What follows belongs to an exercise in optimizing a design on an open flow for small area; a production flow would make more cautious choices. Where RTL was checked, it was by simulation tests only, not by an equivalence proof against the original. The RTL of runs 5 and 7 was laid out without a check of its function. Power is estimated from default activity; no workload was simulated.

==> flow/config.mk <==
export PLATFORM = sky130hd
export DESIGN_NAME = comm
export DESIGN_NICKNAME = comm
export VERILOG_FILES = /design/flow/design.v
export SDC_FILE = /design/flow/constraint.sdc
export NUM_CORES = 4
export LEC_CHECK = 0
export CAP_MARGIN = 20
export CORE_MARGIN = 2
export CORE_UTILIZATION = 40
export SLEW_MARGIN = 20
==> flow/constraint.sdc <==
create_clock -name core_clock -period 10.0 [get_ports {clk}]
set_input_delay 2.0000 -clock core_clock [delete_from_list [all_inputs] [get_ports {clk}]]
set_output_delay 2.0000 -clock core_clock [all_outputs]
set_load 0.01 [all_outputs]
==> flow/design.v <==
module comm (
     input  wire          clk,
     input  wire          reset_n,
     input  wire [7:0]    phr_psdu_in,
     input  wire          phr_psdu_in_valid,
     output wire          tx_out,
     output wire          tx_out_valid,
     input  wire          rx_in,
     output wire [7:0]    out,
     output wire [1:0]    out_valid
);
    reg        active;
    reg [7:0]  t;
    reg [4:0]  nreg;    
    reg [1:0]  g;       
    reg [8:0]  pn;
    reg [15:0] crc;
    reg [20:0] ring [0:7];
    wire       dphase = active && (t[7:3] >= 5'd10) && (t[7:3] < nreg);
    wire       sphase = active && (t[7:3] >= 5'd10);
    wire [2:0] bi = t[2:0];
    wire [7:0] r0, r1, r2;
    genvar gi;
    generate for (gi = 0; gi < 8; gi = gi + 1) begin : rd
        assign r0[gi] = ring[gi][(17 + gi) % 21];
        assign r1[gi] = ring[gi][3 + gi];
        assign r2[gi] = ring[gi][10 + gi];
    end endgenerate
    wire dbit = g[1] ? r2[bi] : g[0] ? r1[bi] : r0[bi];
    localparam [15:0] SFD = 16'hF398;
    wire       hbit = (t[7:6] == 2'b00) ? t[0] : SFD[t[3:0]];
    wire       sbit = (dphase ? dbit : ~crc[0]) ^ pn[0];
    assign tx_out_valid = active;
    assign tx_out       = active && (sphase ? sbit : hbit);
    integer k;
    always @(posedge clk) begin
        for (k = 0; k < 8; k = k + 1)
            ring[k] <= {ring[k][19:0], phr_psdu_in_valid ? phr_psdu_in[k] : ring[k][20]};
    end
    always @(posedge clk or negedge reset_n) begin
        if (~reset_n)
            active <= 1'b0;
        else if (!active)
            active <= phr_psdu_in_valid;
        else if (t[7:3] == nreg + 5'd1 && t[2:0] == 3'd7)
            active <= 1'b0;
    end
    always @(posedge clk) begin
        if (!active) begin
            t    <= 8'd0;
            nreg <= phr_psdu_in_valid ? 5'd11 : 5'd10;
        end else begin
            t <= t + 8'd1;
            if (phr_psdu_in_valid)
                nreg <= nreg + 5'd1;
        end
        if (!sphase)
            g <= 2'd0;
        else if (t[2:0] == 3'd7)
            g <= (g == 2'd2) ? 2'd0 : g + 2'd1;
    end
    wire crc_fb = dphase ? (crc[0] ^ dbit) : 1'b0;
    always @(posedge clk) begin
        pn  <= {sphase ? pn[0] ^ pn[5] : 1'b1, pn[8:1]};
        crc <= {dphase ? crc_fb : !sphase, crc[15:12], crc[11] ^ crc_fb, crc[10:5], crc[4] ^ crc_fb, crc[3:1]};
    end
    reg  [6:0] kmp;
    reg        dsr;         
    reg  [2:0] ibc;         
    reg  [1:0] st;
    reg  [7:0] cnt;
    reg  [1:0] pc;          
    reg  [8:0] pf;
    reg  [7:0] ib;          
    localparam [15:0] SFD_BITS = 16'hF398;
    reg [6:0] kmp_fb;
    always @(*) begin
        if (!kmp[6])
            kmp_fb = {6'd0, kmp[0]};
        else case (kmp[3:0])
            4'd1:                    kmp_fb = 7'd64;
            4'd2, 4'd6, 4'd11:       kmp_fb = 7'd2;
            4'd4, 4'd8, 4'd13:       kmp_fb = 7'd3;
            4'd0, 4'd5, 4'd10:       kmp_fb = 7'd0;
            default:                 kmp_fb = 7'd1;
        endcase
    end
    wire       kmp_exp = kmp[6] ? SFD_BITS[kmp[3:0]] : kmp[0];
    wire [6:0] kmp_nx  = (rx_in == kmp_exp) ? kmp + 7'd1 : kmp_fb;
    wire match = (kmp == 7'd80);
    wire busy  = dsr && (st != 2'd0);           
    wire ds    = dsr ? busy : match;
    wire fire  = (ibc == 3'd0) && busy;
    wire fe    = fire && (st == 2'd3) && pc[0];
    assign out       = fire ? ib : 8'd0;
    assign out_valid = fire ? st : 2'd0;
    always @(posedge clk or negedge reset_n) begin
        if (~reset_n) begin
            kmp <= 7'd0;
            dsr <= 1'b0;
            st  <= 2'd0;
            cnt <= 8'd0;
            pc  <= 2'd0;
        end else begin
            kmp <= (!ds || fe) ? kmp_nx : 7'd0;
            dsr <= ds;
            if (!dsr && match)
                st <= 2'd1;
            if (fire) begin
                case (st)
                    2'd1: begin
                        st  <= (pc == 2'd1) ? 2'd2 : 2'd1;
                        cnt <= (cnt == 8'd0) ? ib : cnt - 8'd1;
                        pc  <= pc - 2'd1;
                    end
                    2'd2: begin
                        st  <= (cnt == 8'd1) ? 2'd3 : 2'd2;
                        cnt <= cnt - 8'd1;
                    end
                    default: begin
                        st  <= pc[0] ? 2'd0 : 2'd3;
                        pc  <= {1'b0, ~pc[0]};
                    end
                endcase
            end
        end
    end
    always @(posedge clk) begin
        ibc <= ds ? ibc + 3'd1 : 3'd0;
        pf  <= ds ? {pf[0] ^ pf[5], pf[8:1]} : 9'h1FF;
        ib  <= {rx_in ^ pf[0], ib[7:1]};
    end
endmodule
==> flow/flow/run.sh <==
#!/bin/bash
# Standard layout, with a leaner clock tree (no dummy loads, larger sink
# clusters) and the smallest buffer on the ports.
set -euo pipefail
export CTS_ARGS="-sink_clustering_enable -repair_clock_nets -dont_use_dummy_load -buf_list sky130_fd_sc_hd__clkbuf_16 -sink_clustering_size 20 -sink_clustering_max_diameter 150"
export BUFFER_PORTS_ARGS="-buffer_cell sky130_fd_sc_hd__buf_1"
bash standard.sh > standard.log 2>&1
==> flow/standard.sh <==
#!/bin/bash
# synth_recipe.tcl (not shown) runs the flow's synth.tcl, then flattens the netlist and writes it again
# the make line also repeats each setting of config.mk as NAME=value (left out here)
make -C /OpenROAD-flow-scripts/flow DESIGN_CONFIG=/design/flow/config.mk WORK_HOME=/design/flow/orfs CLKGATE_MAP_FILE= SYNTH_SCRIPT=/design/flow/synth_recipe.tcl "${@:-finish}"
==> out/metrics.cfg, run 1 <==
[status]
status=complete, no violations

[routing]
firstDrtPassIters=4
routedWlPerCell_um=13.1
routed-via-count=3403
ant_nets=0
vias_per_cell=4.43
drt-total-wl_mm=10.1
drc=0
drt_iter0_drc=96

[critical_path]
crit_path_max_incr_delay_ns=0.60
crit_arrival_ns=3.06
critPathSlowestCell=dfxtp_1
critPathBufInv=1
path_common_cell=mux4_2
cp_cell_sequence=mux2_2 > mux4_2 > mux4_2 > xnor2_1 > a211oi_1 > buf_1
critPathLaunchType=flip-flop
path_class=flip-flop to output pin
cp.required_ns=8.00
worst_setup_path_end_kind=output pin
crit_family=multiplexers
path_max_fanout=11

[worst_hold_path]
hold_class=flip-flop to flip-flop

[clocking]
cts_resized=0
clk_latency_ns=0.48
cts.sink_count=249
post-cts-setup-buffers=0
cts-root-buf=clkbuf_16
cts.hold.buffers_added=0
cts-buffers-inserted=16
clk_pin_slew_ns=0.08
cts.htree.levels=1
clock_path_buffers=3
cts_tree=done

[pwr]
p_int_mw=1.50
swShare_pct=23.0
p_clk_share_pct=29.6
power_density_mw_per_mm2=253
comb_power_share_pct=9.6
p_leak_nw=3.17
ir_drop_mv=0.161
switchingPower_mw=0.450
p_seq_share_pct=60.8

[synthesis]
synth_nets=546
yosys_warnings=2
yosys-top-cells-area=dfxtp_1, dfrtp_1, ha_1
ys_seq_area_share_pct=73.7
synth_cells=513
yosysUniqueCellTypes=41
yosys.area.top_type=dfxtp_1
synth_ff_type=dfxtp_1
syn_area_per_cell_um2=13.6
synth_edf_count=5
synthArstFlopShare_pct=8.43
synth_seq_cells=249
synth_top_area_share_pct=64.0
synthesis.area_mm2=0.00698

[grt]
grt_overflow=0
grt_pass1_wl_mm=16.7
grt_start_max_net_pins=22
antenna_found_initial=0
grt_util_all_layers_pct=11.3
grt_pass1_vias=3375

[sta]
setup_tns_ns=0
slew_violations=0
min_period_ns=5.06
fmax_mhz=198
post-route-period-util_pct=50.6
rsz0062_at_grt=false
setup_viol=0
hold_violations=0
relSlewSlack_pct=49.9
worst_pin_slew_ns=0.752
skew_ns=0.0439

[finish]
nNetsFinal=579
antenna_cells=0
utilization_pct=44.9
final_cell_area_mm2=0.00772
fill_cells=1580
final_cell_mix=dfxtp_1, nor2_1, buf_1
multiInputGateArea_mm2=0.00173
drive_gt1_share_pct=9.01
layout_commonest_cell=dfxtp_1
seqCellArea_mm2=0.00514
area_delta_synth_final_pct=10.7

[placement]
place_area_mm2=0.00731
io_buffer_count=23
dp_hpwl_mm=6.56
gp_congestion=0.752

[floorplanning]
initial_core_util_pct=40.6
num_rows=48
dieHeight_um=136
core_area_mm2=0.0172
ios=24
dieArea_mm2=0.0185
die_w_um=136

[flow_run]
drv_cap=0

-- Yosys cell counts (13+ instances only) --
master	count
nand3_1	15
o21ai_0	14
and2_1	17
mux2_2	15
dfrtp_1	21
inv_1	19
a21oi_1	14
xor2_1	13
xnor2_1	15
ha_1	21
dfxtp_1	223
nor2_1	27
-- power by group through the flow --
stage / clock (mW) / sequential, mW / combinational [mW]
detailed placement: 0 / 1.21 / 0.190
global placement: 0 / 1.21 / 0.186
finish: 0.578 / 1.19 / 0.188
global route: 0.636 / 1.21 / 0.214
CTS: 0.595 / 1.19 / 0.192
floorplan: 0 / 1.18 / 0.166
-- worst paths after layout --
check / from / end / slack, ns / cells past startpoint
setup / recovery: g[0] / tx_out / 4.94 / 6
hold / removal: ring[7][18] / ring[7][19] / 0.30 / 0
setup reg to reg: g[0] / crc[15] / 7.37 / 6
hold reg to reg: ring[7][18] / ring[7][19] / 0.30 / 0
max in group asynchronous: reset_n / cnt[4] / 8.26 / 2
min in group asynchronous: reset_n / kmp[0] / 1.52 / 2
-- metrics by stage --
step / setup WS [ns] / total power, mW / hold WS (ns) / std cells
after floorplan: 5.77 / 1.34 / 0.310 / 513
after global placement: 5.39 / 1.40 / 0.310 / 753
after detailed placement: 5.36 / 1.40 / 0.312 / 753
after CTS: 4.83 / 1.98 / 0.300 / 769
after global routing: 4.77 / 2.06 / 0.302 / 769
final: 4.94 / 1.95 / 0.297 / 769
-- cells by family (layout without fill, tap and decap cells) --
| family | after synthesis | count (layout) | share of synthesized area (%) |
|---|---|---|---|
| compound gates | 43 | 43 | 3.62 |
| xor+xnor | 28 | 28 | 3.52 |
| fa+ha+maj | 21 | 21 | 3.77 |
| buf+inv | 29 | 60 | 1.67 |
| flops | 249 | 249 | 73.7 |
| mux | 24 | 24 | 4.64 |
| simple gates | 119 | 119 | 9.11 |
-- sequential cells by signal (all words and copies together), names as in the netlist --
signal	count
ring	168
ib	8
ibc	3
t	8
pf	9
active	1
pn	9
g	2
st	2
kmp	7
dsr	1
cnt	8
crc	16
nreg	5
pc	2
-- per-layer routing --
layer | up-vias | part of all wire (%) | global-route usage, %
met5 | - | 0 | 0
met4 | 0 | 2.6 | 3.70
met2 | 36 | 43 | 17.5
met3 | 17 | 3.0 | 2.39
li1 | 1748 | - | -
met1 | 1602 | 51 | 16.0
-- layout make-up --
| type | count | area share [%] |
|---|---|---|
| repair buffers | 25 | 1.31 |
| multi-input cells | 235 | 22.4 |
| well taps | 225 | 3.65 |
| inverters | 19 | 0.924 |
| clock buffers | 16 | 5.19 |
| flip-flops and latches | 249 | 66.6 |
==> inputs of run 2 (changes only) <==
==> flow/flow/run.sh (replaced) <==
#!/bin/bash
# Standard layout, with a leaner clock tree (no dummy loads, larger sink
# clusters) and the smallest buffer on the ports.
set -euo pipefail
export CTS_ARGS="-sink_clustering_enable -repair_clock_nets -dont_use_dummy_load -buf_list sky130_fd_sc_hd__clkbuf_16 -sink_clustering_buffer sky130_fd_sc_hd__clkbuf_8 -sink_clustering_size 16 -sink_clustering_max_diameter 80"
export BUFFER_PORTS_ARGS="-buffer_cell sky130_fd_sc_hd__buf_1"
bash standard.sh > standard.log 2>&1
==> run 2 against run 1 <==
Compared with the run above:
- synthesized area unchanged
- power decreased by 5.2%
- largest cell class unchanged
- synthesized cell count unchanged
- via count increased by 1.2%
- still clean
- design area fell by 1.4%
- critical path depth is the same
- non-clock buffer count did not move
- clock power is 17% lower
- sequential power about the same
==> out/metrics.cfg, run 2 <==
[grt]
grt_util_all_layers_pct=11.4  ; +0.051 points
antenna_found_initial=0  ; unchanged
grt_pass1_wl_mm=16.8  ; +0.41%
grt_overflow=0  ; unchanged
grt_start_max_net_pins=22  ; unchanged
grt_pass1_vias=3446  ; +2.1%

[routing]
wl_met1_mm=4.95  ; -3.7%
wl_met2_mm=4.42  ; +1.1%
drc=0  ; unchanged
ant_nets=0  ; unchanged
firstDrtPassIters=4  ; unchanged
drt-total-wl_mm=9.95  ; -1.3%
wl_met3_um=372  ; +22%
routedWlPerCell_um=12.9  ; -1.7%
routed-via-count=3445  ; +1.2%
top_layer=met4
drt_iter0_drc=99  ; +3.1%
vias_per_cell=4.46  ; +0.84%

[synthesis]
yosys-top-cells-area=dfxtp_1, dfrtp_1, ha_1
synthesis.area_mm2=0.00698  ; unchanged
synth_edf_count=5  ; unchanged
synth_nets=546  ; unchanged
yosys_warnings=2  ; unchanged
synth_ff_type=dfxtp_1
syn_area_per_cell_um2=13.6  ; unchanged
ys_seq_area_share_pct=73.7  ; unchanged
synthArstFlopShare_pct=8.43  ; unchanged
synth_top_area_share_pct=64.0  ; unchanged
synth_common_cells=dfxtp_1, nor2_1, dfrtp_1, ha_1, inv_1
yosys.area.top_type=dfxtp_1
yosysUniqueCellTypes=41  ; unchanged
synth_seq_cells=249  ; unchanged
synth_cells=513  ; unchanged
yosysMostFrequentCell=dfxtp_1

[placement]
io_buffer_count=23  ; unchanged
place_area_mm2=0.00731  ; unchanged
dp_hpwl_mm=6.56  ; unchanged
gp_congestion=0.752  ; unchanged

[sta]
fmax_mhz=198  ; +0.39%
min_period_ns=5.04  ; -0.0199 ns
slew_violations=0  ; unchanged
hold_violations=0  ; unchanged
rsz0062_at_grt=false
post-route-period-util_pct=50.4  ; -0.20 points
skew_ns=0.0409  ; -0.00300 ns
setup_tns_ns=0  ; unchanged
relSlewSlack_pct=49.5  ; -0.36 points
worst_pin_slew_ns=0.757  ; +0.00545 ns
setup_viol=0  ; unchanged

[critical_path]
critPathSlowestCell=dfxtp_1
worstRegToRegCells=6  ; unchanged
r2r_slack_ns=7.37  ; about the same
reg2reg_from=g[0]
crit_family=multiplexers
crit_arrival_ns=3.04  ; -0.02 ns
path_common_cell=mux4_2
path_class=flip-flop to output pin
critPathBufInv=1  ; unchanged
r2r_end=crc[15]
cp_cell_sequence=mux2_2 > mux4_2 > mux4_2 > xnor2_1 > a211oi_1 > buf_1
path_max_fanout=11  ; unchanged
crit_path_max_incr_delay_ns=0.61  ; about the same
critPathLaunchType=flip-flop
cp.required_ns=8.00  ; about the same
worst_setup_path_end_kind=output pin
crit_cells=6  ; unchanged

[floorplanning]
die_w_um=136  ; unchanged
ios=24  ; unchanged
initial_core_util_pct=40.6  ; unchanged
num_rows=48  ; unchanged
dieArea_mm2=0.0185  ; unchanged
core_area_mm2=0.0172  ; unchanged
dieHeight_um=136  ; unchanged

[worst_hold_path]
hold_start=crc[13]
min_to=crc[12]
hold_class=flip-flop to flip-flop
hold_depth=0  ; unchanged

[clocking]
cts-root-buf=clkbuf_16
cts.hold.buffers_added=0  ; unchanged
cts_tree=done
cts-buffers-inserted=19  ; +3
clock_path_buffers=3  ; unchanged
post-cts-setup-buffers=0  ; unchanged
clk_latency_ns=0.46  ; -0.02 ns
cts.sink_count=249  ; unchanged
cts_resized=0  ; unchanged
clk_pin_slew_ns=0.10  ; +0.02 ns
cts.htree.levels=1  ; unchanged

[finish]
regMostFlops=ring
area_delta_synth_final_pct=9.15
drive_gt1_share_pct=9.51  ; +0.50 points
layout_commonest_cell=dfxtp_1
reg_top3=ring (168), crc (16)
nNetsFinal=582  ; +0.52%
antenna_cells=0  ; unchanged
largest_register_ffs=168  ; unchanged
final_cell_mix=dfxtp_1, nor2_1, buf_1
fill_cells=1587  ; +0.44%
final_cell_area_mm2=0.00761  ; -1.4%

[pwr]
p_leak_nw=3.12  ; -1.4%
swShare_pct=23.5  ; +0.46 points
ir_drop_mv=0.127  ; -21%
p_clk_share_pct=25.7  ; -3.9 points
switchingPower_mw=0.435  ; -3.3%
comb_power_share_pct=10.2  ; +0.6 points
p_int_mw=1.42  ; -5.8%
p_seq_share_pct=64.1  ; +3.3 points
power_density_mw_per_mm2=243  ; -3.9%

[status]
status=complete, no violations

[flow_run]
drv_cap=0  ; unchanged

-- run 2: cell counts after synthesis --
No cell type changed its count.
-- run 2: kinds of logic (layout without fill, tap and decap cells) --
family | Yosys count | count (layout) | synth area share, %
adder cells (fa/ha/maj) | 21 | 21 | 3.77
buffers and inverters | 29 | 63 | 1.67
XOR/XNOR | 28 | 28 | 3.52
multiplexers | 24 | 24 | 4.64
AND/OR/NAND/NOR | 119 | 119 | 9.11
AO/OA/AOI/OAI | 43 | 43 | 3.62
flip-flops | 249 | 249 | 73.7
-- run 2: worst reg2reg max path: stages, from the launching register on --
cell and delay, ns:
dfxtp_1 0.61, mux2_2 0.39, mux4_2 0.46, mux4_2 0.53
xor2_1 0.16, and2_4 0.17, or2_1 0.20
-- run 2: cell type report --
class	instances	area, µm²	area share [%]
clock buffers	19	295	3.88
well taps	225	282	3.70
inverters	19	71.3	0.937
multi-input cells	235	1730	22.7
flip-flops and latches	249	5140	67.5
repair buffers	25	101	1.33
-- run 2: per-layer routing --
metal	vias to the layer above	track usage (%)
li1	1751	-
met1	1631	15.9
met2	44	17.6
met3	19	2.31
met4	0	4.17
met5	-	0
-- run 2: stage by stage --
stage / hold slack, ns / setup slack (ns) / cells / utilization, % / power [mW]
finish: 0.304 / 4.96 / 772 / 44.3 / 1.85
global route: 0.307 / 4.79 / 772 / 44.3 / 1.96
CTS: 0.302 / 4.85 / 772 / 44.3 / 1.89
detailed placement: 0.312 / 5.36 / 753 / 42.6 / 1.40
global placement: 0.310 / 5.39 / 753 / 42.6 / 1.40
floorplan: 0.310 / 5.77 / 513 / - / 1.34
-- run 2: worst max path at each step --
stage                  end  slack, ns  start
finish              tx_out       4.96   g[0]
global route        tx_out       4.79   g[0]
CTS                 tx_out       4.85   g[0]
detailed placement  tx_out       5.36   g[0]
global placement    tx_out       5.39   g[0]
floorplan           tx_out       5.77   g[0]
-- run 2: power by group through the flow --
| stage | registers [mW] | logic (mW) | clock network, mW |
|---|---|---|---|
| CTS | 1.19 | 0.192 | 0.502 |
| global placement | 1.21 | 0.186 | 0 |
| floorplan | 1.18 | 0.166 | 0 |
| finish | 1.19 | 0.188 | 0.477 |
| global route | 1.20 | 0.215 | 0.543 |
| detailed placement | 1.21 | 0.190 | 0 |
==> inputs of run 3 (changes only) <==
--- a/flow/config.mk
+++ b/flow/config.mk
@@ -8,4 +8,4 @@
 export CAP_MARGIN = 20
 export CORE_MARGIN = 2
-export CORE_UTILIZATION = 40
+export CORE_UTILIZATION = 65
 export SLEW_MARGIN = 20
==> run 3 against run 2 <==
Compared with the run above:
- routed wire length is 2.3% lower
- non-clock buffer count did not move
- via count is 0.29% lower
- clock skew shrank 0.014 ns
- critical endpoint unchanged
- largest cell class unchanged
==> out/metrics.cfg, run 3 <==
[synthesis]
synth_common_cells=dfxtp_1, nor2_1, dfrtp_1, ha_1, inv_1
yosysMostFrequentCell=dfxtp_1
synth_seq_cells=249  ; unchanged
syn_area_per_cell_um2=13.6  ; unchanged
synth_edf_count=5  ; unchanged
synth_cells=513  ; unchanged
synthSimpleGateAreaFrac_pct=9.11  ; unchanged
synth_mux_area_share_pct=4.64  ; unchanged
ys_seq_area_share_pct=73.7  ; unchanged
synthesis.area_mm2=0.00698  ; unchanged
synth_ff_type=dfxtp_1
synth_compound_area_share_pct=3.62  ; unchanged
synth-xor-area-share_pct=3.52  ; unchanged
synthArstFlopShare_pct=8.43  ; unchanged
yosys.area.top_type=dfxtp_1
synth_top_area_share_pct=64.0  ; unchanged
yosysUniqueCellTypes=41  ; unchanged
synth_nets=546  ; unchanged
yosys_warnings=2  ; unchanged
synthAdderAreaFrac_pct=3.77  ; unchanged
synth_top_family_by_area=simple AND/OR/NAND/NOR gates
yosys-top-cells-area=dfxtp_1, dfrtp_1, ha_1

[routing]
routed-via-count=3435  ; -0.29%
firstDrtPassIters=4  ; unchanged
drt-total-wl_mm=9.73  ; -2.3%
drc=0  ; unchanged
routedWlPerCell_um=14.2  ; +10%
drt_iter0_drc=191  ; +93%
ant_nets=0  ; unchanged
vias_per_cell=5.03  ; +13%

[sta]
fmax_mhz=200  ; +1.0%
min_period_ns=4.99  ; -0.0514 ns
skew_ns=0.0273  ; -0.0135 ns
final.setup.worst_slack_ns=5.01  ; +0.0514 ns
rsz0062_at_grt=false
setup_tns_ns=0  ; unchanged
post-route-period-util_pct=49.9  ; -0.51 points
hold_violations=0  ; unchanged
worst_pin_slew_ns=0.719  ; -0.0380 ns
setup_viol=0  ; unchanged
slew_violations=0  ; unchanged
relSlewSlack_pct=52.1  ; +2.5 points

[placement]
io_buffer_count=23  ; unchanged
place_ws_ns=5.47  ; +0.105 ns
placedCellCount=664  ; -12%
gp_congestion=0.811  ; +7.7%
dp_hpwl_mm=6.46  ; -1.6%

[critical_path]
critPathLaunchType=flip-flop
crit_arrival_ns=2.99  ; -0.05 ns
path_common_cell=mux4_2
crit_family=multiplexers
path_class=flip-flop to output pin
path_max_fanout=11  ; unchanged
critPathSlowestCell=dfxtp_1
crit_path_max_incr_delay_ns=0.60  ; about the same
cp_cell_sequence=mux2_2 > mux4_2 > mux4_2 > xnor2_1 > a211oi_1 > buf_1
worst_setup_path_end_kind=output pin
cp.required_ns=8.00  ; about the same
critPathBufInv=1  ; unchanged

[finish]
regMostFlops=ring
layout_commonest_cell=dfxtp_1
reg_top3=ring (168), crc (16)
fill_cells=734  ; -54%
area_delta_synth_final_pct=7.55
largest_register_ffs=168  ; unchanged
fin_cells=683  ; -12%
drive_gt1_share_pct=9.51  ; unchanged
final_cell_mix=dfxtp_1, nor2_1, buf_1
nNetsFinal=582  ; unchanged
antenna_cells=0  ; unchanged
utilization_pct=72.4  ; +28 points

[grt]
use_met3_pct=3.39  ; +1.1 points
antenna_found_initial=0  ; unchanged
use_met1_pct=25.7  ; +9.8 points
busiest_layer=met2
grt_util_met2_pct=28.5  ; +11 points
grt_start_max_net_pins=22  ; unchanged
grt_util_all_layers_pct=18.0  ; +6.6 points
grt_overflow=0  ; unchanged
grt_pass1_wl_mm=16.4  ; -2.5%
grt_pass1_vias=3419  ; -0.78%

[clocking]
cts.hold.buffers_added=0  ; unchanged
clock_path_buffers=3  ; unchanged
clk_pin_slew_ns=0.09  ; about the same
cts.htree.levels=1  ; unchanged
cts-buffers-inserted=19  ; unchanged
cts_resized=0  ; unchanged
clk_latency_ns=0.45  ; about the same
post-cts-setup-buffers=0  ; unchanged
cts-root-buf=clkbuf_16
cts_tree=done
cts.sink_count=249  ; unchanged

[status]
status=complete, no violations

[pwr]
power_density_mw_per_mm2=246  ; +1.2%
power.total_mw=1.85  ; -0.24%
ir_drop_mv=0.177  ; +39%
p_leak_nw=3.12  ; unchanged

[floorplanning]
ios=24  ; unchanged
core_area_mm2=0.0104  ; -40%
num_rows=37  ; -23%
initial_core_util_pct=67.3  ; +27 points
die_w_um=108  ; -21%
dieArea_mm2=0.0116  ; -37%
dieHeight_um=108  ; -21%

[worst_hold_path]
hold_class=flip-flop to flip-flop

[flow_run]
drv_cap=0  ; unchanged

[run 3: cell counts in the layout (fill, tap and decap cells not counted)]
Identical to the previous run, type by type.
[run 3: cell type report]
cell class / count / area (µm²) / share of cell area (%)
repair buffers: 25 / 101 / 1.35
flip-flops and latches: 249 / 5140 / 68.5
well taps: 136 / 170 / 2.27
clock buffers: 19 / 295 / 3.94
multi-input cells: 235 / 1730 / 23.0
inverters: 19 / 71.3 / 0.950
[run 3: path summary, 6_finish.rpt]
kind                              from  cells past startpoint     endpoint  slack [ns]
max in group asynchronous      reset_n                      2       cnt[5]        8.27
min in group asynchronous      reset_n                      2       kmp[4]        1.50
min                        ring[6][15]                      0  ring[6][16]        0.30
max                               g[0]                      6       tx_out        5.01
max reg2reg                       g[0]                      6      crc[15]        7.37
min reg2reg                ring[6][15]                      0  ring[6][16]        0.30
[run 3: power by group]
part	switching [mW]	leakage (nW)	total, mW	internal (mW)
Sequential	0.0741	2.20	1.19	1.12
Clock	0.273	0.152	0.471	0.198
Combinational	0.0842	0.773	0.188	0.103
[run 3: routing by layer]
layer / routed length, µm / share of wire [%]
met1: 4740 / 49
met3: 427 / 4.4
met2: 4400 / 45
met4: 156 / 1.6
met5: 0 / 0
[run 3: metrics by stage]
stage / hold slack, ns / area (µm²)
6_report: 0.296 / 7500
5_1_grt: 0.293 / 7500
4_1_cts: 0.298 / 7500
3_5_place_dp: 0.312 / 7200
3_3_place_gp: 0.310 / 7200
2_1_floorplan: 0.310 / 6980
[run 3: cell families (layout without fill, tap and decap cells)]
group,after synthesis,after routing
buf+inv,29,63
simple gates,119,119
xor+xnor,28,28
mux,24,24
compound gates,43,43
fa+ha+maj,21,21
flops,249,249
==> inputs of run 4 (changes only) <==
==> flow/flow/run.sh (replaced) <==
#!/bin/bash
# Standard layout (the standard.sh, standard synthesis unchanged) with:
# - a leaner clock tree: no dummy loads, clkbuf_8 sink clusters of up to 16
#   flip-flops, clkbuf_8 root;
# - the smallest buffer (buf_1) on every input and output port.
# The make output goes to standard.log; ORFS keeps each step's log in orfs/logs.
set -euo pipefail
export CTS_ARGS="-sink_clustering_enable -repair_clock_nets -dont_use_dummy_load -buf_list sky130_fd_sc_hd__clkbuf_16 -root_buf sky130_fd_sc_hd__clkbuf_8 -sink_clustering_buffer sky130_fd_sc_hd__clkbuf_8 -sink_clustering_size 16 -sink_clustering_max_diameter 80"
export BUFFER_PORTS_ARGS="-buffer_cell sky130_fd_sc_hd__buf_1"
bash standard.sh > standard.log 2>&1
==> run 4 against run 3 <==
Compared with the run above:
- maximum frequency is 0.68% lower
- routed wire length is essentially flat
- setup slack lost 0.034 ns
- final cell count did not move
- synthesized cell count stayed put
- critical endpoint unchanged
- first-iteration DRC count down 10%
- still clean on timing, DRC and antenna
- highest routed layer unchanged
==> out/metrics.cfg, run 4 <==
[status]
status=complete, no violations

[routing]
drt_iter0_drc=171  ; -10%
drt-total-wl_mm=9.72  ; about the same
firstDrtPassIters=4  ; unchanged
vias_per_cell=5.04  ; +0.12%
routed-via-count=3439  ; +0.12%
ant_nets=0  ; unchanged
routedWlPerCell_um=14.2  ; about the same
drc=0  ; unchanged

[synthesis]
synth_edf_count=5  ; unchanged
yosysUniqueCellTypes=41  ; unchanged
yosys_warnings=2  ; unchanged
ys_seq_area_share_pct=73.7  ; unchanged
yosys.area.top_type=dfxtp_1
yosys-top-cells-area=dfxtp_1, dfrtp_1, ha_1
synth_top_area_share_pct=64.0  ; unchanged
synth_cells=513  ; unchanged
synthArstFlopShare_pct=8.43  ; unchanged
synth_ff_type=dfxtp_1
synth_seq_cells=249  ; unchanged
yosysMostFrequentCell=dfxtp_1
synth_nets=546  ; unchanged
synth_common_cells=dfxtp_1, nor2_1, dfrtp_1, ha_1, inv_1
syn_area_per_cell_um2=13.6  ; unchanged
synthesis.area_mm2=0.00698  ; unchanged

[finish]
antenna_cells=0  ; unchanged
fill_cells=738  ; +0.54%
layout_commonest_cell=dfxtp_1
seqCellArea_mm2=0.00514  ; unchanged
drive_gt1_share_pct=9.51  ; unchanged
area_delta_synth_final_pct=7.07
reg_top3=ring (168), crc (16)
largest_register_ffs=168  ; unchanged
utilization_pct=72.0  ; -0.33 points
regMostFlops=ring
multiInputGateArea_mm2=0.00173  ; unchanged
final_cell_mix=dfxtp_1, nor2_1, buf_1
nNetsFinal=582  ; unchanged

[critical_path]
worst_setup_path_end_kind=output pin
path_max_fanout=11  ; unchanged
cp.required_ns=8.00  ; about the same
crit_family=multiplexers
reg2reg_from=g[0]
startpoint=g[0]
cp_cell_sequence=mux2_2 > mux4_2 > mux4_2 > xnor2_1 > a211oi_1 > buf_1
critPathLaunchType=flip-flop
path_class=flip-flop to output pin
crit_arrival_ns=3.02  ; +0.03 ns
critPathSlowestCell=dfxtp_1
critPathBufInv=1  ; unchanged
path_common_cell=mux4_2
crit_path_max_incr_delay_ns=0.60  ; about the same

[floorplanning]
initial_core_util_pct=67.3  ; unchanged
core_area_mm2=0.0104  ; unchanged
die_w_um=108  ; unchanged
num_rows=37  ; unchanged
ios=24  ; unchanged
dieArea_mm2=0.0116  ; unchanged
dieHeight_um=108  ; unchanged

[clocking]
cts-root-buf=clkbuf_8
post-cts-setup-buffers=0  ; unchanged
cts_tree=done
cts_resized=0  ; unchanged
cts.hold.buffers_added=0  ; unchanged
clk_pin_slew_ns=0.10  ; about the same
clock_path_buffers=3  ; unchanged
cts.htree.levels=1  ; unchanged
clk_latency_ns=0.49  ; +0.04 ns
cts-buffers-inserted=19  ; unchanged
cts.sink_count=249  ; unchanged

[sta]
worst_pin_slew_ns=0.734  ; +0.0153 ns
setup_tns_ns=0  ; unchanged
min_period_ns=5.02  ; +0.0341 ns
skew_ns=0.0269  ; -0.000466 ns
slew_violations=0  ; unchanged
setup_viol=0  ; unchanged
rsz0062_at_grt=false
fmax_mhz=199  ; -0.68%
hold_violations=0  ; unchanged
relSlewSlack_pct=51.0  ; -1.0 points
post-route-period-util_pct=50.2  ; +0.34 points

[placement]
io_buffer_count=23  ; unchanged
gp_congestion=0.811  ; unchanged
dp_hpwl_mm=6.46  ; unchanged

[grt]
grt_pass1_vias=3412  ; -0.20%
grt_util_all_layers_pct=17.8  ; -0.18 points
grt_start_max_net_pins=22  ; unchanged
grt_overflow=0  ; unchanged
antenna_found_initial=0  ; unchanged
grt_pass1_wl_mm=16.3  ; -0.51%

[pwr]
ir_drop_mv=0.176  ; -0.29%
power_density_mw_per_mm2=244  ; -1.2%
p_leak_nw=3.11  ; -0.49%

[worst_hold_path]
hold_start=ring[6][15]
hold_class=flip-flop to flip-flop

[flow_run]
drv_cap=0  ; unchanged

-- run 4: path summary, 6_finish.rpt --
path / slack [ns] / to / cells past startpoint
max in group asynchronous: 8.30 / dsr / 2
setup / recovery: 4.98 / tx_out / 6
min in group asynchronous: 1.47 / kmp[4] / 2
setup reg to reg: 7.37 / crc[15] / 6
hold reg to reg: 0.30 / ring[6][16] / 0
hold / removal: 0.30 / ring[6][16] / 0
-- run 4: stage by stage --
stage / instances / hold slack [ns] / setup slack, ns / power (mW) / cell area [µm²]
2_1_floorplan: 513 / 0.310 / 5.77 / 1.34 / 6980
3_3_place_gp: 664 / 0.310 / 5.46 / 1.39 / 7200
3_5_place_dp: 664 / 0.312 / 5.47 / 1.40 / 7200
4_1_cts: 683 / 0.298 / 4.94 / 1.84 / 7460
5_1_grt: 683 / 0.293 / 4.84 / 1.91 / 7470
6_report: 683 / 0.296 / 4.98 / 1.82 / 7470
-- run 4: logic make-up after synthesis --
| family | Yosys count | share of synthesized area (%) |
|---|---|---|
| flops | 249 | 73.7 |
| simple gates | 119 | 9.11 |
| compound gates | 43 | 3.62 |
| buf+inv | 29 | 1.67 |
| xor+xnor | 28 | 3.52 |
| mux | 24 | 4.64 |
| fa+ha+maj | 21 | 3.77 |
-- run 4: power breakdown --
part | switching, mW | internal [mW]
combinational | 0.0843 | 0.103
clock | 0.269 | 0.171
sequential | 0.0748 | 1.12
total | 0.428 | 1.39
-- run 4: routing by layer --
metal / wire length, µm / global-route usage (%) / vias to the layer above
li1: - / - / 1749
met1: 4810 / 25.6 / 1621
met2: 4390 / 28.4 / 51
met3: 339 / 2.85 / 18
met4: 182 / 4.49 / 0
met5: 0 / 0 / -
-- run 4: worst register-to-register path, stage by stage (launching register included) --
cell	delay, ns
dfxtp_1	0.60
mux2_2	0.38
mux4_2	0.46
mux4_2	0.54
xor2_1	0.17
and2_4	0.18
or2_1	0.20
-- run 4: layout make-up --
| type | instances | area share (%) |
|---|---|---|
| Timing Repair Buffer | 25 | 1.36 |
| Multi-Input combinational cell | 235 | 23.1 |
| Tap cell | 136 | 2.28 |
| Inverter | 19 | 0.955 |
| Clock buffer | 19 | 3.50 |
| Sequential cell | 249 | 68.8 |
==> inputs of run 5 (changes only) <==
--- a/flow/design.v
+++ b/flow/design.v
@@ -68,7 +68,6 @@
     reg        dsr;         
     reg  [2:0] ibc;         
-    reg  [1:0] st;
+    reg  [2:0] st;
     reg  [7:0] cnt;
-    reg  [1:0] pc;          
     reg  [8:0] pf;
     reg  [7:0] ib;          
@@ -89,39 +88,27 @@
     wire [6:0] kmp_nx  = (rx_in == kmp_exp) ? kmp + 7'd1 : kmp_fb;
     wire match = (kmp == 7'd80);
-    wire busy  = dsr && (st != 2'd0);           
+    wire busy  = dsr && (st != 3'd0);           
     wire ds    = dsr ? busy : match;
     wire fire  = (ibc == 3'd0) && busy;
-    wire fe    = fire && (st == 2'd3) && pc[0];
+    wire fe    = fire && (st == 3'd7);
+    wire hdr   = (st != 3'd0) && (st <= 3'd4);
+    wire pay   = (st == 3'd5);
     assign out       = fire ? ib : 8'd0;
-    assign out_valid = fire ? st : 2'd0;
+    assign out_valid = fire ? {st[2] && !hdr, !pay} : 2'd0;
     always @(posedge clk or negedge reset_n) begin
         if (~reset_n) begin
             kmp <= 7'd0;
             dsr <= 1'b0;
-            st  <= 2'd0;
+            st  <= 3'd0;
             cnt <= 8'd0;
-            pc  <= 2'd0;
         end else begin
             kmp <= (!ds || fe) ? kmp_nx : 7'd0;
             dsr <= ds;
-            if (!dsr && match)
-                st <= 2'd1;
-            if (fire) begin
-                case (st)
-                    2'd1: begin
-                        st  <= (pc == 2'd1) ? 2'd2 : 2'd1;
-                        cnt <= (cnt == 8'd0) ? ib : cnt - 8'd1;
-                        pc  <= pc - 2'd1;
-                    end
-                    2'd2: begin
-                        st  <= (cnt == 8'd1) ? 2'd3 : 2'd2;
-                        cnt <= cnt - 8'd1;
-                    end
-                    default: begin
-                        st  <= pc[0] ? 2'd0 : 2'd3;
-                        pc  <= {1'b0, ~pc[0]};
-                    end
-                endcase
-            end
+            if ((!dsr && match) || (fire && !(pay && cnt != 8'd1)))
+                st <= st + 3'd1;
+            if (fire && hdr)
+                cnt <= (cnt == 8'd0) ? ib : cnt - 8'd1;
+            else if (fire && pay)
+                cnt <= cnt - 8'd1;
         end
     end
==> run 5 against run 4 <==
Compared with the run above:
- still clean on timing, DRC and antenna
- worst hold slack gained 0.016 ns
- design area shrank 0.15%
- global-route usage grew 0.45 points
- count of clock-buffer cells in the layout is the same
- die area is essentially flat
- clock power grew 0.9%
- critical path type unchanged
- largest power group unchanged
- highest routed layer unchanged
==> out/metrics.cfg, run 5 <==
[status]
status=complete, no violations

[floorplanning]
core_area_mm2=0.0104  ; unchanged
num_rows=37  ; unchanged
dieArea_mm2=0.0116  ; about the same
ios=24  ; unchanged
dieHeight_um=108  ; about the same
die_w_um=108  ; about the same
initial_core_util_pct=67.3  ; about the same

[synthesis]
ys_seq_area_share_pct=73.3  ; -0.33 points
yosys_warnings=2  ; unchanged
syn_area_per_cell_um2=13.5  ; -0.81%
synthArstFlopShare_pct=8.06  ; -0.37 points
synth_mux_area_share_pct=4.50  ; -0.14 points
synthAdderAreaFrac_pct=4.13  ; +0.36 points
yosysMostFrequentCell=dfxtp_1
synth_seq_cells=248  ; -0.40%
synthSimpleGateAreaFrac_pct=8.59  ; -0.52 points
synth_edf_count=5  ; unchanged
synth_compound_area_share_pct=4.14  ; +0.52 points
synth_top_family_by_area=simple AND/OR/NAND/NOR gates
synth_nets=552  ; +1.1%
synth_ff_type=dfxtp_1
synthesis.area_mm2=0.00697  ; about the same
synth_top_area_share_pct=64.0  ; about the same
synth_common_cells=dfxtp_1, a21oi_1, ha_1
synth-xor-area-share_pct=3.52  ; about the same
synth_cells=517  ; +0.78%
yosysUniqueCellTypes=42  ; +2.4%
yosys.area.top_type=dfxtp_1
yosys-top-cells-area=dfxtp_1, dfrtp_1, ha_1

[routing]
drt-total-wl_mm=9.96  ; +2.4%
vias_per_cell=5.06  ; +0.43%
firstDrtPassIters=4  ; unchanged
routed-via-count=3464  ; +0.73%
ant_nets=0  ; unchanged
routedWlPerCell_um=14.5  ; +2.1%
drt_iter0_drc=127  ; -26%
drc=0  ; unchanged

[critical_path]
reg2reg_from=st[0]
critPathSlowestCell=dfxtp_1
cp.required_ns=8.00  ; about the same
startpoint=g[0]
path_class=flip-flop to output pin
r2r_slack_ns=6.92  ; -0.45 ns
path_max_fanout=11  ; unchanged
crit_arrival_ns=3.04  ; +0.02 ns
worst_setup_path_end_kind=output pin
critPathLaunchType=flip-flop
path_common_cell=mux4_2
cp_cell_sequence=mux2_2 > mux4_2 > mux4_2 > xnor2_1 > a211oi_1 > buf_1
crit_path_max_incr_delay_ns=0.58  ; -0.02 ns

[finish]
antenna_cells=0  ; unchanged
fill_cells=694  ; -6.0%
final_cell_mix=dfxtp_1, a21oi_1, ha_1
final_cell_area_mm2=0.00746  ; -0.15%
utilization_pct=71.9  ; -0.11 points
drive_gt1_share_pct=9.47  ; -0.035 points
nNetsFinal=586  ; +0.69%
regMostFlops=ring
reg_top3=ring (168), crc (16)
area_delta_synth_final_pct=6.94
largest_register_ffs=168  ; unchanged
layout_commonest_cell=dfxtp_1

[sta]
min_period_ns=5.04  ; +0.0128 ns
rsz0062_at_grt=false
worst_pin_slew_ns=0.915  ; +0.180 ns
slew_violations=0  ; unchanged
setup_viol=0  ; unchanged
setup_tns_ns=0  ; unchanged
final.setup.worst_slack_ns=4.96  ; -0.0128 ns
skew_ns=0.0354  ; +0.00852 ns
hold_violations=0  ; unchanged
fmax_mhz=199  ; -0.25%
post-route-period-util_pct=50.4  ; +0.13 points
relSlewSlack_pct=38.5  ; -12 points

[pwr]
comb_power_share_pct=10.2  ; about the same
ir_drop_mv=0.178  ; +1.3%
power_density_mw_per_mm2=243  ; about the same
p_int_mw=1.39  ; -0.39%
p_clk_share_pct=24.4  ; +0.2 points
p_seq_share_pct=65.3  ; -0.2 points
switchingPower_mw=0.430  ; +0.50%
p_leak_nw=3.10  ; -0.33%
swShare_pct=23.7  ; +0.16 points

[placement]
dp_hpwl_mm=6.66  ; +3.1%
place_ws_ns=5.48  ; +0.0112 ns
io_buffer_count=23  ; unchanged
place_area_mm2=0.00720  ; about the same
gp_congestion=0.788  ; -2.8%

[flow_run]
drv_cap=0  ; unchanged

[grt]
grt_pass1_vias=3424  ; +0.35%
grt_start_max_net_pins=21  ; -4.5%
antenna_found_initial=0  ; unchanged
grt_pass1_wl_mm=16.5  ; +1.1%
grt_overflow=0  ; unchanged
grt_util_all_layers_pct=18.2  ; +0.45 points

[worst_hold_path]
hold_start=ring[7][0]
hold_class=flip-flop to flip-flop

[clocking]
cts-root-buf=clkbuf_8
cts.htree.levels=1  ; unchanged
cts_tree=done
cts-buffers-inserted=19  ; unchanged
cts.sink_count=248  ; -0.40%
clk_pin_slew_ns=0.09  ; about the same
post-cts-setup-buffers=0  ; unchanged
cts.hold.buffers_added=0  ; unchanged
clock_path_buffers=3  ; unchanged
cts_resized=0  ; unchanged
clk_latency_ns=0.50  ; about the same

## run 5: cell types whose count changed after synthesis, sizes merged, moves of 3 or more
cell,before,now
a21oi,14,24
nand2,12,18
nor2,27,21
nor3,9,5
nand3,15,12
## run 5: power by group through the flow
stage                     registers [mW]  logic [mW]  clock network [mW]
after floorplan                     1.17       0.163                   0
after global placement              1.20       0.181                   0
after detailed placement            1.21       0.187                   0
after CTS                           1.19       0.188               0.458
after global routing                1.20       0.212               0.488
final                               1.19       0.186               0.444
## run 5: path summary, 6_finish.rpt
path                              endpoint  cells after the start
worst max-delay path                tx_out                      6
worst min-delay path            ring[7][1]                      0
worst max register to register      cnt[5]                      8
worst min register to register  ring[7][1]                      0
max in group asynchronous           cnt[2]                      1
min in group asynchronous           cnt[6]                      1
## run 5: per-stage QoR
stage          cells  hold WS, ns  total power, mW
2_1_floorplan    517        0.310             1.34
3_3_place_gp     666        0.310             1.39
3_5_place_dp     666        0.312             1.39
4_1_cts          685        0.318             1.83
5_1_grt          685        0.327             1.90
6_report         685        0.312             1.82
## run 5: kinds of logic after synthesis
family / after synthesis
buffers and inverters: 31
AND/OR/NAND/NOR: 113
AO/OA/AOI/OAI: 51
flip-flops: 248
adder cells (fa/ha/maj): 23
XOR/XNOR: 28
multiplexers: 23
## run 5: routing by layer
layer	vias to the layer above	track usage [%]	routed length, µm
li1	1760	-	-
met1	1622	24.2	4720
met2	60	30.5	4630
met3	22	3.63	356
met4	0	5.31	251
met5	-	0	0
## run 5: area by class of cell
type                       instances  area, µm²  area share (%)
clock buffer                      19        262            3.51
inverter                          20       75.1            1.01
multi-input combinational        238       1740            23.4
sequential                       248       5110            68.6
tap                              136        170            2.28
timing repair buffer              24       95.1            1.27
## run 5: worst max-delay path: cells and delay by family (launching register included)
| kind | cells | cell delay (ns) |
|---|---|---|
| AO/OA/AOI/OAI | 1 | 0.24 |
| XOR/XNOR | 1 | 0.15 |
| buffers and inverters | 1 | 0.20 |
| multiplexers | 3 | 1.37 |
| flip-flops | 1 | 0.58 |
==> inputs of run 6 (changes only) <==
--- a/flow/design.v
+++ b/flow/design.v
@@ -11,12 +11,13 @@
 );
     reg        active;
-    reg [7:0]  t;
-    reg [4:0]  nreg;    
-    reg [1:0]  g;       
+    reg [6:0]  t;       
+    reg        sph;     
+    reg [4:0]  nb;      
+    wire [1:0] g = t[4:3];
     reg [8:0]  pn;
     reg [15:0] crc;
     reg [20:0] ring [0:7];
-    wire       dphase = active && (t[7:3] >= 5'd10) && (t[7:3] < nreg);
-    wire       sphase = active && (t[7:3] >= 5'd10);
+    wire       sphase = sph;
+    wire       dphase = sph && (nb > 5'd2);
     wire [2:0] bi = t[2:0];
     wire [7:0] r0, r1, r2;
@@ -29,5 +30,5 @@
     wire dbit = g[1] ? r2[bi] : g[0] ? r1[bi] : r0[bi];
     localparam [15:0] SFD = 16'hF398;
-    wire       hbit = (t[7:6] == 2'b00) ? t[0] : SFD[t[3:0]];
+    wire       hbit = t[6] ? SFD[t[3:0]] : t[0];
     wire       sbit = (dphase ? dbit : ~crc[0]) ^ pn[0];
     assign tx_out_valid = active;
@@ -43,20 +44,27 @@
         else if (!active)
             active <= phr_psdu_in_valid;
-        else if (t[7:3] == nreg + 5'd1 && t[2:0] == 3'd7)
+        else if (sph && nb == 5'd1 && t[2:0] == 3'd7)
             active <= 1'b0;
     end
     always @(posedge clk) begin
         if (!active) begin
-            t    <= 8'd0;
-            nreg <= phr_psdu_in_valid ? 5'd11 : 5'd10;
+            t   <= 7'd0;
+            sph <= 1'b0;
+            nb  <= phr_psdu_in_valid ? 5'd3 : 5'd2;
         end else begin
-            t <= t + 8'd1;
+            if (!sph)
+                t <= (t == 7'd79) ? 7'd0 : t + 7'd1;
+            else begin
+                t[2:0] <= t[2:0] + 3'd1;
+                if (t[2:0] == 3'd7)
+                    t[4:3] <= (t[4:3] == 2'd2) ? 2'd0 : t[4:3] + 2'd1;
+            end
+            if (t == 7'd79)
+                sph <= 1'b1;
             if (phr_psdu_in_valid)
-                nreg <= nreg + 5'd1;
+                nb <= nb + 5'd1;
+            else if (sph && t[2:0] == 3'd7)
+                nb <= nb - 5'd1;
         end
-        if (!sphase)
-            g <= 2'd0;
-        else if (t[2:0] == 3'd7)
-            g <= (g == 2'd2) ? 2'd0 : g + 2'd1;
     end
     wire crc_fb = dphase ? (crc[0] ^ dbit) : 1'b0;
@@ -101,5 +109,4 @@
             dsr <= 1'b0;
             st  <= 3'd0;
-            cnt <= 8'd0;
         end else begin
             kmp <= (!ds || fe) ? kmp_nx : 7'd0;
@@ -107,13 +114,13 @@
             if ((!dsr && match) || (fire && !(pay && cnt != 8'd1)))
                 st <= st + 3'd1;
-            if (fire && hdr)
-                cnt <= (cnt == 8'd0) ? ib : cnt - 8'd1;
-            else if (fire && pay)
-                cnt <= cnt - 8'd1;
         end
     end
     always @(posedge clk) begin
+        if (fire && (hdr || pay))
+            cnt <= (st == 3'd1 || (hdr && cnt == 8'd0)) ? ib : cnt - 8'd1;
+    end
+    always @(posedge clk) begin
         ibc <= ds ? ibc + 3'd1 : 3'd0;
-        pf  <= ds ? {pf[0] ^ pf[5], pf[8:1]} : 9'h1FF;
+        pf  <= {ds ? pf[0] ^ pf[5] : 1'b1, pf[8:1]};
         ib  <= {rx_in ^ pf[0], ib[7:1]};
     end
==> run 6 against run 5 <==
Compared with the run above:
- design area fell by 1.8%
- combinational power rose by 14%
- register-to-register slack improved by 0.50 ns
- count of clock-buffer cells in the layout did not move
- still clean on timing, DRC and antenna
- largest power group unchanged
- routed wire length fell by 2.3%
- critical path depth rose by 1
- via count fell by 3.4%
- maximum frequency rose by 2.7%
- synthesized cell count fell by 5.0%
- critical endpoint unchanged
- non-clock buffer count rose by 1
==> out/metrics.cfg, run 6 <==
[status]
status=complete, no violations

[critical_path]
cp.required_ns=8.00  ; about the same
crit_family=multiplexers
crit_path_max_incr_delay_ns=0.67  ; +0.09 ns
r2r_slack_ns=7.42  ; +0.50 ns
path_class=flip-flop to output pin
path_max_fanout=15  ; +4
critPathBufInv=1  ; unchanged
critPathLaunchType=flip-flop
cp_cell_sequence=mux2_2 > mux4_2 > o22ai_1 > nor3_1 > xor2_1 > o221a_2 > buf_1
worst_setup_path_end_kind=output pin
crit_arrival_ns=2.91  ; -0.13 ns
critPathSlowestCell=dfxtp_1

[routing]
firstDrtPassIters=4  ; unchanged
drt-total-wl_mm=9.73  ; -2.3%
routed-via-count=3346  ; -3.4%
vias_per_cell=5.06  ; +0.10%
drt_iter0_drc=179  ; +41%
ant_nets=0  ; unchanged
drc=0  ; unchanged
routedWlPerCell_um=14.7  ; +1.3%

[grt]
grt_pass1_wl_mm=16.3  ; -1.3%
grt_pass1_vias=3344  ; -2.3%
grt_overflow=0  ; unchanged
grt_start_max_net_pins=18  ; -14%
grt_util_all_layers_pct=18.1  ; -0.086 points
antenna_found_initial=0  ; unchanged

[synthesis]
synth_seq_cells=246  ; -0.81%
yosys_warnings=2  ; unchanged
yosysMostFrequentCell=dfxtp_1
yosysUniqueCellTypes=47  ; +12%
synth_common_cells=dfxtp_1, nor2_1, ha_1
synthArstFlopShare_pct=4.88  ; -3.2 points
synth_nets=524  ; -5.1%
synthesis.area_mm2=0.00685  ; -1.8%
yosys-top-cells-area=dfxtp_1, edfxtp_1, dfrtp_1
synth_edf_count=13  ; +8
synth_cells=491  ; -5.0%
ys_seq_area_share_pct=74.7  ; +1.4 points
synth_ff_type=dfxtp_1
yosys.area.top_type=dfxtp_1
synth_top_area_share_pct=64.6  ; +0.62 points
syn_area_per_cell_um2=13.9  ; +3.3%

[placement]
placedCellCount=641  ; -3.8%
io_buffer_count=23  ; unchanged
dp_hpwl_mm=6.51  ; -2.3%
gp_congestion=0.871  ; +11%
place_area_mm2=0.00706  ; -2.0%
place_ws_ns=5.60  ; +0.121 ns

[sta]
slew_violations=0  ; unchanged
rsz0062_at_grt=false
fmax_mhz=204  ; +2.7%
setup_tns_ns=0  ; unchanged
final.setup.worst_slack_ns=5.09  ; +0.130 ns
relSlewSlack_pct=29.2  ; -9.3 points
post-route-period-util_pct=49.1  ; -1.3 points
setup_viol=0  ; unchanged
skew_ns=0.0367  ; +0.00132 ns
worst_pin_slew_ns=1.06  ; +0.147 ns
hold_violations=0  ; unchanged
min_period_ns=4.91  ; -0.130 ns

[clocking]
clock_path_buffers=3  ; unchanged
post-cts-setup-buffers=0  ; unchanged
cts.hold.buffers_added=0  ; unchanged
cts_tree=done
clk_latency_ns=0.49  ; about the same
cts.sink_count=246  ; -0.81%
cts-root-buf=clkbuf_8
cts.htree.levels=1  ; unchanged
cts_resized=0  ; unchanged
cts-buffers-inserted=19  ; unchanged
clk_pin_slew_ns=0.09  ; about the same

[finish]
reg_top3=ring (168), crc (16)
utilization_pct=71.2  ; -0.68 points
final_cell_area_mm2=0.00732  ; -1.8%
largest_register_ffs=168  ; unchanged
final_cell_mix=dfxtp_1, nor2_1, buf_1
fin_cells=661  ; -3.5%
layout_commonest_cell=dfxtp_1
area_delta_synth_final_pct=6.96  ; about the same
nNetsFinal=560  ; -4.4%
drive_gt1_share_pct=8.38  ; -1.1 points
fill_cells=740  ; +6.6%
antenna_cells=0  ; unchanged
regMostFlops=ring

[flow_run]
drv_cap=0  ; unchanged

[floorplanning]
core_area_mm2=0.0103  ; -0.89%
dieHeight_um=107  ; -0.90%
ios=24  ; unchanged
dieArea_mm2=0.0114  ; -1.8%
die_w_um=107  ; -0.90%
num_rows=37  ; unchanged
initial_core_util_pct=66.6  ; -0.65 points

[pwr]
power_density_mw_per_mm2=255  ; +4.6%
ir_drop_mv=0.208  ; +16%
p_leak_nw=3.02  ; -2.6%

[worst_hold_path]
hold_class=flip-flop to flip-flop

## run 6: cell count changes in the layout (fill, tap and decap cells not counted), moves of 3 or more
cell	before	now
xnor2_1	16	13
nor4b_1	0	3
nand2_1	18	15
edfxtp_1	5	13
and2_1	19	12
o21ai_0	15	9
or2_2	9	1
dfrtp_1	20	12
nand3_1	12	8
nor2_1	21	29
a21oi_1	24	19
## run 6: layer usage
| metal | vias up | global-route usage, % | share of wire [%] |
|---|---|---|---|
| li1 | 1687 | - | - |
| met1 | 1594 | 26.0 | 50 |
| met2 | 53 | 29.1 | 45 |
| met3 | 12 | 3.34 | 3.7 |
| met4 | 0 | 4.17 | 1.5 |
| met5 | - | 0 | 0 |
## run 6: area by class of cell
type	count	area [µm²]	area share (%)
Timing Repair Buffer	25	98.8	1.35
Multi-Input combinational cell	216	1610	21.9
Inverter	19	71.3	0.974
Clock buffer	19	262	3.57
Sequential cell	246	5110	69.9
Tap cell	136	170	2.32
## run 6: final timing paths
| kind | depth (start not counted) | end | start |
|---|---|---|---|
| setup / recovery | 7 | tx_out | t[3] |
| hold / removal | 0 | ring[2][9] | ring[2][8] |
| hold reg to reg | 0 | ring[2][9] | ring[2][8] |
| setup reg to reg | 8 | kmp[4] | st[0] |
| max in group asynchronous | 1 | active | reset_n |
| min in group asynchronous | 1 | kmp[2] | reset_n |
## run 6: per-stage QoR
| stage | hold slack, ns | power (mW) |
|---|---|---|
| 3_5_place_dp | 0.312 | 1.45 |
| 6_report | 0.282 | 1.86 |
| 4_1_cts | 0.282 | 1.88 |
| 5_1_grt | 0.281 | 1.96 |
| 3_3_place_gp | 0.310 | 1.44 |
| 2_1_floorplan | 0.310 | 1.39 |
## run 6: cell families (layout without fill, tap and decap cells)
family                     after synthesis  after routing  synth area share (%)
AOI/OAI and AO/OA                       42             42                  3.67
xor gates and xnor gates                25             25                  3.20
adders and majority gates               21             21                  3.84
buffers and inverters                   29             63                  1.83
DFF                                    246            246                  74.7
muxes                                   26             26                  4.97
and+or+nand+nor                        102            102                  7.77
## run 6: report_power, final
group / internal, mW / switching [mW]
sequential: 1.13 / 0.0900
clock: 0.171 / 0.266
combinational: 0.117 / 0.0941
total: 1.41 / 0.451
==> inputs of run 7 (changes only) <==
--- a/flow/design.v
+++ b/flow/design.v
@@ -74,5 +74,4 @@
     end
     reg  [6:0] kmp;
-    reg        dsr;         
     reg  [2:0] ibc;         
     reg  [2:0] st;
@@ -96,6 +95,6 @@
     wire [6:0] kmp_nx  = (rx_in == kmp_exp) ? kmp + 7'd1 : kmp_fb;
     wire match = (kmp == 7'd80);
-    wire busy  = dsr && (st != 3'd0);           
-    wire ds    = dsr ? busy : match;
+    wire busy  = (st != 3'd0);
+    wire ds    = busy || match;
     wire fire  = (ibc == 3'd0) && busy;
     wire fe    = fire && (st == 3'd7);
@@ -107,10 +106,8 @@
         if (~reset_n) begin
             kmp <= 7'd0;
-            dsr <= 1'b0;
             st  <= 3'd0;
         end else begin
             kmp <= (!ds || fe) ? kmp_nx : 7'd0;
-            dsr <= ds;
-            if ((!dsr && match) || (fire && !(pay && cnt != 8'd1)))
+            if (match || (fire && !(pay && cnt != 8'd1)))
                 st <= st + 3'd1;
         end
==> flow/flow/run.sh (replaced) <==
#!/bin/bash
# Standard layout (the standard.sh, standard synthesis unchanged) with:
# - a leaner clock tree: no dummy loads, clkbuf_8 sink clusters of up to 16
#   flip-flops, clkbuf_4 root and tree levels;
# - the smallest buffer (buf_1) on every input and output port.
# The make output goes to standard.log; ORFS keeps each step's log in orfs/logs.
set -euo pipefail
export CTS_ARGS="-sink_clustering_enable -repair_clock_nets -dont_use_dummy_load -buf_list sky130_fd_sc_hd__clkbuf_4 -root_buf sky130_fd_sc_hd__clkbuf_4 -sink_clustering_buffer sky130_fd_sc_hd__clkbuf_8 -sink_clustering_size 16 -sink_clustering_max_diameter 80"
export BUFFER_PORTS_ARGS="-buffer_cell sky130_fd_sc_hd__buf_1"
bash standard.sh > standard.log 2>&1
==> run 7 against run 6 <==
Compared with the run above:
- synthesized area decreased by 0.53%
- sequential share of layout area up 0.26 points
- still clean
- maximum frequency decreased by 1.3%
- die area is 0.51% lower
- global-route usage is 0.85 points lower
==> out/metrics.cfg, run 7 <==
[status]
status=complete, no violations

[sta]
hold_violations=0  ; unchanged
post-route-period-util_pct=49.7  ; +0.63 points
setup_tns_ns=0  ; unchanged
slew_violations=0  ; unchanged
setup_viol=0  ; unchanged
fmax_mhz=201  ; -1.3%
rsz0062_at_grt=false
min_period_ns=4.97  ; +0.0633 ns
relSlewSlack_pct=52.3  ; +23 points
skew_ns=0.0393  ; +0.00258 ns
worst_pin_slew_ns=0.714  ; -0.347 ns

[floorplanning]
core_area_mm2=0.0102  ; -0.45%
ios=24  ; unchanged
dieHeight_um=106  ; -0.25%
dieArea_mm2=0.0113  ; -0.51%
initial_core_util_pct=66.6  ; about the same
num_rows=37  ; unchanged
die_w_um=106  ; -0.25%

[routing]
firstDrtPassIters=4  ; unchanged
routedWlPerCell_um=14.2  ; -3.8%
drt_iter0_drc=146  ; -18%
routed-via-count=3232  ; -3.4%
ant_nets=0  ; unchanged
drc=0  ; unchanged
drt-total-wl_mm=9.31  ; -4.4%
vias_per_cell=4.92  ; -2.8%

[pwr]
p_seq_share_pct=61.8  ; -3.4 points
switchingPower_mw=0.597  ; +32%
comb_power_share_pct=18.7  ; +7.3 points
p_clk_share_pct=19.5  ; -4.0 points
p_int_mw=1.55  ; +9.7%
p_leak_nw=2.98  ; -1.1%
ir_drop_mv=0.210  ; +1.1%
power_density_mw_per_mm2=296  ; +16%
swShare_pct=27.8  ; +3.6 points

[grt]
use_met1_pct=24.4  ; -1.6 points
busiest_layer=met2
grt_util_met2_pct=27.6  ; -1.5 points
grt_overflow=0  ; unchanged
use_met3_pct=3.07  ; -0.28 points
grt_util_all_layers_pct=17.3  ; -0.85 points
grt_pass1_vias=3250  ; -2.8%
grt_pass1_wl_mm=15.5  ; -4.7%
antenna_found_initial=0  ; unchanged
grt_start_max_net_pins=18  ; unchanged

[synthesis]
yosys.area.top_type=dfxtp_1
yosysMostFrequentCell=dfxtp_1
synth_cells=488  ; -0.61%
ys_seq_area_share_pct=74.8  ; about the same
synth_nets=521  ; -0.57%
synth_common_cells=dfxtp_1, nor2_1, ha_1
synth_ff_type=dfxtp_1
yosys-top-cells-area=dfxtp_1, edfxtp_1, dfrtp_1
synth_edf_count=13  ; unchanged
syn_area_per_cell_um2=14.0  ; about the same
synth_top_area_share_pct=65.0  ; +0.34 points
synthArstFlopShare_pct=4.49  ; -0.39 points
yosysUniqueCellTypes=44  ; -6.4%
synthesis.area_mm2=0.00681  ; -0.53%
synth_seq_cells=245  ; -0.41%
yosys_warnings=2  ; unchanged

[finish]
utilization_pct=71.0  ; -0.29 points
regMostFlops=ring
largest_register_ffs=168  ; unchanged
antenna_cells=0  ; unchanged
nNetsFinal=556  ; -0.71%
final_cell_mix=dfxtp_1, nor2_1, buf_1
drive_gt1_share_pct=8.45  ; +0.064 points
layout_commonest_cell=dfxtp_1
reg_top3=ring (168), crc (16)
area_delta_synth_final_pct=6.62

[placement]
gp_congestion=0.816  ; -6.3%
dp_hpwl_mm=6.09  ; -6.4%
io_buffer_count=23  ; unchanged

[flow_run]
drv_cap=0  ; unchanged

[worst_hold_path]
hold_class=flip-flop to flip-flop
hold_depth=0  ; unchanged

[clocking]
cts.sink_count=245  ; -0.41%
post-cts-setup-buffers=0  ; unchanged
cts.htree.levels=1  ; unchanged
cts-root-buf=clkbuf_4
clk_latency_ns=0.57  ; +0.08 ns
cts.hold.buffers_added=0  ; unchanged
clk_pin_slew_ns=0.09  ; about the same
cts_resized=0  ; unchanged
clock_path_buffers=3  ; unchanged
cts_tree=done
cts-buffers-inserted=19  ; unchanged

[critical_path]
cp.required_ns=8.00  ; about the same
path_max_fanout=15  ; unchanged
critPathLaunchType=flip-flop
worst_setup_path_end_kind=output pin
path_class=flip-flop to output pin
crit_arrival_ns=2.97  ; +0.06 ns
worstRegToRegCells=6  ; -2

-- run 7: through the flow --
step | power (mW) | hold slack, ns | instances | worst slack, ns | cell area [µm²]
after floorplan | 1.64 | 0.310 | 488 | 6.12 | 6810
after global placement | 1.73 | 0.310 | 637 | 5.65 | 7010
after detailed placement | 1.75 | 0.312 | 637 | 5.61 | 7010
after CTS | 2.17 | 0.283 | 656 | 4.95 | 7250
after global routing | 2.29 | 0.291 | 657 | 4.88 | 7260
final | 2.15 | 0.280 | 657 | 5.03 | 7260
-- run 7: logic make-up (layout without fill, tap and decap cells) --
logic type               after synthesis  after routing  synth area share [%]
flip-flops                           245            245                  74.8
AND/OR/NAND/NOR                      101            101                  7.74
adder cells (fa/ha/maj)               21             21                  3.86
AO/OA/AOI/OAI                         41             41                  3.53
XOR/XNOR                              26             26                  3.34
buffers and inverters                 28             61                  1.80
multiplexers                          26             26                  4.98
-- run 7: path summary, 6_finish.rpt --
check / end / slack [ns] / startpoint
worst max register to register: crc[15] / 7.55 / t[3]
min in group asynchronous: kmp[1] / 1.41 / reset_n
worst max-delay path: tx_out / 5.03 / t[3]
max in group asynchronous: st[0] / 8.20 / reset_n
worst min-delay path: ring[3][5] / 0.28 / ring[3][4]
worst min register to register: ring[3][5] / 0.28 / ring[3][4]
-- run 7: critical path, cell delays in order (launching register included) --
cell	delay [ns]
dfxtp_1	0.72
mux2_2	0.40
mux4_2	0.46
o22ai_1	0.18
nor3_1	0.13
xor2_1	0.16
o221a_2	0.25
buf_1	0.12
-- run 7: power groups by stage --
| stage | Clock [mW] | Sequential [mW] | Combinational, mW |
|---|---|---|---|
| after global routing | 0.474 | 1.35 | 0.459 |
| after floorplan | 0 | 1.29 | 0.350 |
| after CTS | 0.437 | 1.33 | 0.408 |
| after global placement | 0 | 1.34 | 0.389 |
| after detailed placement | 0 | 1.35 | 0.403 |
| final | 0.419 | 1.33 | 0.402 |
-- run 7: layout make-up --
type,instances,area [µm²]
Fill cell,722,2970
Sequential cell,245,5090
Tap cell,136,170
Inverter,18,67.6
Timing Repair Buffer,24,92.6
Clock buffer,19,243
Multi-Input combinational cell,215,1600
-- run 7: per-layer routing --
layer	vias to the layer above	part of all wire, %
met5	-	0
met4	0	1.8
met3	17	3.2
met2	43	45
met1	1507	50
li1	1665	-

==> what the ideal ports hide <==
How much do the figures lean on ideal ports? The routed layouts below were timed once more, with nothing changed but the port constraints.
Step 1 assumes that a clkbuf_16 drives the clock port and a buf_2 every other input.
Step 2, shift: input delay + t, output delay - t, t = (earliest + latest rising clock arrival at the registers) / 2. This alone moves slack from input paths to output paths.
Slacks: no drivers / after step 1 / after step 2; pairs: no drivers / after step 1.
run	t, ns	setup WS [ns]	latest minus earliest clock arrival (ns)	cell pins on the clock port's net
run 1	0.499	4.940 / 4.899 / 5.398	0.047 / 0.048	1
run 2	0.486	4.960 / 4.920 / 5.406	0.046 / 0.045	1
run 3	0.478	5.011 / 4.973 / 5.451	0.034 / 0.033	1
run 4	0.509	4.977 / 4.944 / 5.453	0.034 / 0.034	1
run 5	0.514	4.964 / 4.932 / 5.446	0.038 / 0.038	1
run 6	0.502	5.094 / 5.061 / 5.563	0.040 / 0.039	1
run 7	0.581	5.031 / 4.999 / 5.580	0.041 / 0.041	1
After both steps every run listed still meets setup and hold.
